Source: an optimization exercise on an open RTL-to-GDS flow (aim: small area). Production flows keep margins and buffers that such runs may drop.
Function was checked by simulation only, so behaviour that the tests miss may differ from the original.
The flow treats the clock pin as an ideal source, which a real chip does not have.

==> garnet <==
Design top_module, start of the top module:
module top_module (
    input clk,
    input reset,
    input rx,
    output trigger,
    input echo,
    output tx,
    output [7:0] seg,
    output [3:0] an
);
    wire baud_tick;
    wire us_tick;
    wire us_wrap;
    wire rx_trigger;
    wire echo_done;
    wire [10:0] distance;    
    wire [10:0] msg_dist;
    wire fifo_empty;
    wire [4:0] rptr;
    wire tx_take;
    baud_tick_gen TICK_GEN (
        .clk(clk), .reset(reset), .baud_tick(baud_tick)
    );
    uart_rx UART_RX (
        .clk(clk), .reset(reset), .tick(baud_tick), .rx(rx),
        .rx_trigger(rx_trigger)
    );
    tick_gen TICK_1US (
        .clk(clk), .reset(reset), .tick(us_tick), .wrap(us_wrap)
    );
    ultrasonic_sensor U_ultrasonic_sensor (
        .clk(clk), .reset(reset), .tick(us_tick),
        .start_trigger(rx_trigger), .trigger(trigger), .echo(echo),
        .distance(distance), .echo_done(echo_done)
    );
    fnd_controller U_fnd_controller (
        .clk(clk), .reset(reset), .wrap(us_wrap), .number(distance),
        .seg(seg), .an(an)
    );
  ...
export LEC_CHECK = 0
export CAP_MARGIN = 20
export CORE_MARGIN = 2
export CORE_UTILIZATION = 75
export GPL_TIMING_DRIVEN = 0
export SLEW_MARGIN = 20
create_clock -name core_clock -period 15.0 [get_ports {clk}]
standard.sh (not shown) runs the stock make flow with config.mk's settings and CLKGATE_MAP_FILE= SYNTH_SCRIPT=/design/flow/synth_recipe.tcl, a recipe that flattens the netlist after the stock synthesis.
==> flow/flow/run.sh <==
#!/bin/bash
# Layout flow: the standard ORFS flow (standard.sh) with three changes
# that only affect how the layout is built:
#  - synthesis maps the combinational logic with an area-oriented ABC
#    script (flow/abc_area.script); registers are mapped exactly as in the
#    standard synthesis, before ABC runs
#  - ports are buffered with the smallest buffer cell
#  - the clock tree is built by flow/clock_tree.tcl: the clock port drives
#    four buf_12, each feeding the registers of one placement cluster
# Each tool's full output is in the ORFS logs under orfs/logs and in
# flow_make.log.
set -euo pipefail
cp -r "$FLOW_HOME/scripts" "$PWD/scripts"
cp flow/abc_area.script scripts/abc_speed.script
bash standard.sh SCRIPTS_DIR="$PWD/scripts" \
  "BUFFER_PORTS_ARGS=-buffer_cell sky130_fd_sc_hd__buf_1" \
  "CTS_ARGS=-repair_clock_nets -dont_use_dummy_load" \
  PRE_CTS_TCL="$PWD/flow/clock_tree.tcl" \
  SYNTH_INSBUF=0 \
  finish > flow_make.log 2>&1
==> flow/flow/abc_area.script <==
&get -n
&st
&deepsyn -T 30
&dch -f
&nf -R 1000
&put
==> flow/flow/clock_tree.tcl <==
# Clock tree: the clock port drives four buf_12 directly, each feeding
# the clock sinks of one cluster (k-means on the placed sink positions).
set nb 4
set cell sky130_fd_sc_hd__buf_12
set block [ord::get_db_block]
set clk_net [$block findNet clk]
set master [[ord::get_db] findMaster $cell]
set pts {}
foreach it [$clk_net getITerms] {
  set b [[$it getInst] getBBox]
  lappend pts [list $it [expr {([$b xMin] + [$b xMax]) / 2}] [expr {([$b yMin] + [$b yMax]) / 2}]]
}
# k-means on sink positions
set n [llength $pts]
set cent {}
set sorted [lsort -real -index 1 $pts]
for {set k 0} {$k < $nb} {incr k} {
  set p [lindex $sorted [expr {int(($k + 0.5) * $n / $nb)}]]
  lappend cent [list [lindex $p 1] [lindex $p 2]]
}
for {set iter 0} {$iter < 50} {incr iter} {
  set asg {}
  foreach p $pts {
    set best 0; set bd 1e30
    for {set k 0} {$k < $nb} {incr k} {
      set c [lindex $cent $k]
      set d [expr {abs([lindex $p 1] - [lindex $c 0]) + abs([lindex $p 2] - [lindex $c 1])}]
      if {$d < $bd} {set bd $d; set best $k}
    }
    lappend asg $best
  }
  set newc {}
  for {set k 0} {$k < $nb} {incr k} {
    set sx 0; set sy 0; set m 0
    foreach p $pts a $asg { if {$a == $k} { set sx [expr {$sx + [lindex $p 1]}]; set sy [expr {$sy + [lindex $p 2]}]; incr m } }
    if {$m > 0} { lappend newc [list [expr {$sx / $m}] [expr {$sy / $m}]] } else { lappend newc [lindex $cent $k] }
  }
  set cent $newc
}
for {set k 0} {$k < $nb} {incr k} {
  set buf [odb::dbInst_create $block $master clkbuf_leaf_$k]
  set leaf [odb::dbNet_create $block clknet_leaf_$k]
  $leaf setSigType CLOCK
  set m 0
  foreach p $pts a $asg {
    if {$a == $k} { set it [lindex $p 0]; $it disconnect; $it connect $leaf; incr m }
  }
  [$buf findITerm A] connect $clk_net
  [$buf findITerm X] connect $leaf
  set c [lindex $cent $k]
  $buf setLocation [expr {int([lindex $c 0])}] [expr {int([lindex $c 1])}]
  $buf setPlacementStatus PLACED
  puts "clkbuf_leaf_$k drives $m sinks"
  lappend skip clknet_leaf_$k
}
detailed_placement
set_cts_config -skip_nets [concat clk $skip]
==> juniper (differences from garnet) <==
==> flow/run.sh (new file) <==
#!/bin/bash
# synth_recipe.tcl (not shown) runs the flow's synth.tcl, then flattens the netlist and writes it again
# the make line also repeats each setting of config.mk as NAME=value (left out here)
make -C /OpenROAD-flow-scripts/flow DESIGN_CONFIG=/design/flow/config.mk WORK_HOME=/design/flow/orfs CLKGATE_MAP_FILE= SYNTH_SCRIPT=/design/flow/synth_recipe.tcl finish
removed: flow/flow/run.sh
removed: flow/flow/abc_area.script
removed: flow/flow/clock_tree.tcl
removed: flow/standard.sh
==> flow_summary.rst <==
.. list-table::
   :header-rows: 1

   * - Metric
     - Value
   * - Biggest Area Class
     - flip-flops and latches
   * - Largest stage delay on the critical path
     - 0.61 ns
   * - Area of the core
     - 5470 sq um
   * - Slew at the pin with the worst max-slew slack
     - 0.721 ns
   * - Result of the run
     - complete, no violations
   * - Fraction of the cycle the final worst path needs
     - 0.359
-- figures above: garnet

==> flow_summary.rst <==
.. list-table::
   :header-rows: 1

   * - Metric
     - Value
   * - Result of the run
     - complete, no violations
   * - Largest stage delay on the critical path
     - 0.60 ns
   * - Area of the core
     - 6310 sq um
   * - Met3 layer wire length in the routed design
     - 469 um
   * - Fraction of the cycle the final worst path needs
     - 0.423
   * - Slew at the pin with the worst max-slew slack
     - 0.867 ns
   * - Biggest Area Class
     - multi-input combinational cells
   * - Number of enable-type register cells in the synthesized netlist
     - 12
-- figures above: juniper

## port drivers added, routing unchanged
Ports are ideal in the flow. The routed layouts listed here were re-timed in OpenROAD.
Step 1: set_driving_cell puts a clkbuf_16 on clk and a buf_2 on each other input, an assumption about the parent block.
Step 2, shift: input delay + t, output delay - t, t = (earliest + latest rising clock arrival at the registers) / 2. This alone moves slack from input paths to output paths.
Three values: ideal, step 1, step 2; two values: the first two.
run	shift t [ns]	setup WS [ns]	hold slack, ns	worst setup path at the end	worst slew at a driven data input, ns
garnet	0.204	9.618 / 9.536 / 9.739	0.370 / 0.370 / 0.370	register to output	0.03
juniper	0.381	8.650 / 8.618 / 8.999	0.361 / 0.361 / 0.361	register to output	0.04
After both steps every run listed still meets setup and hold.
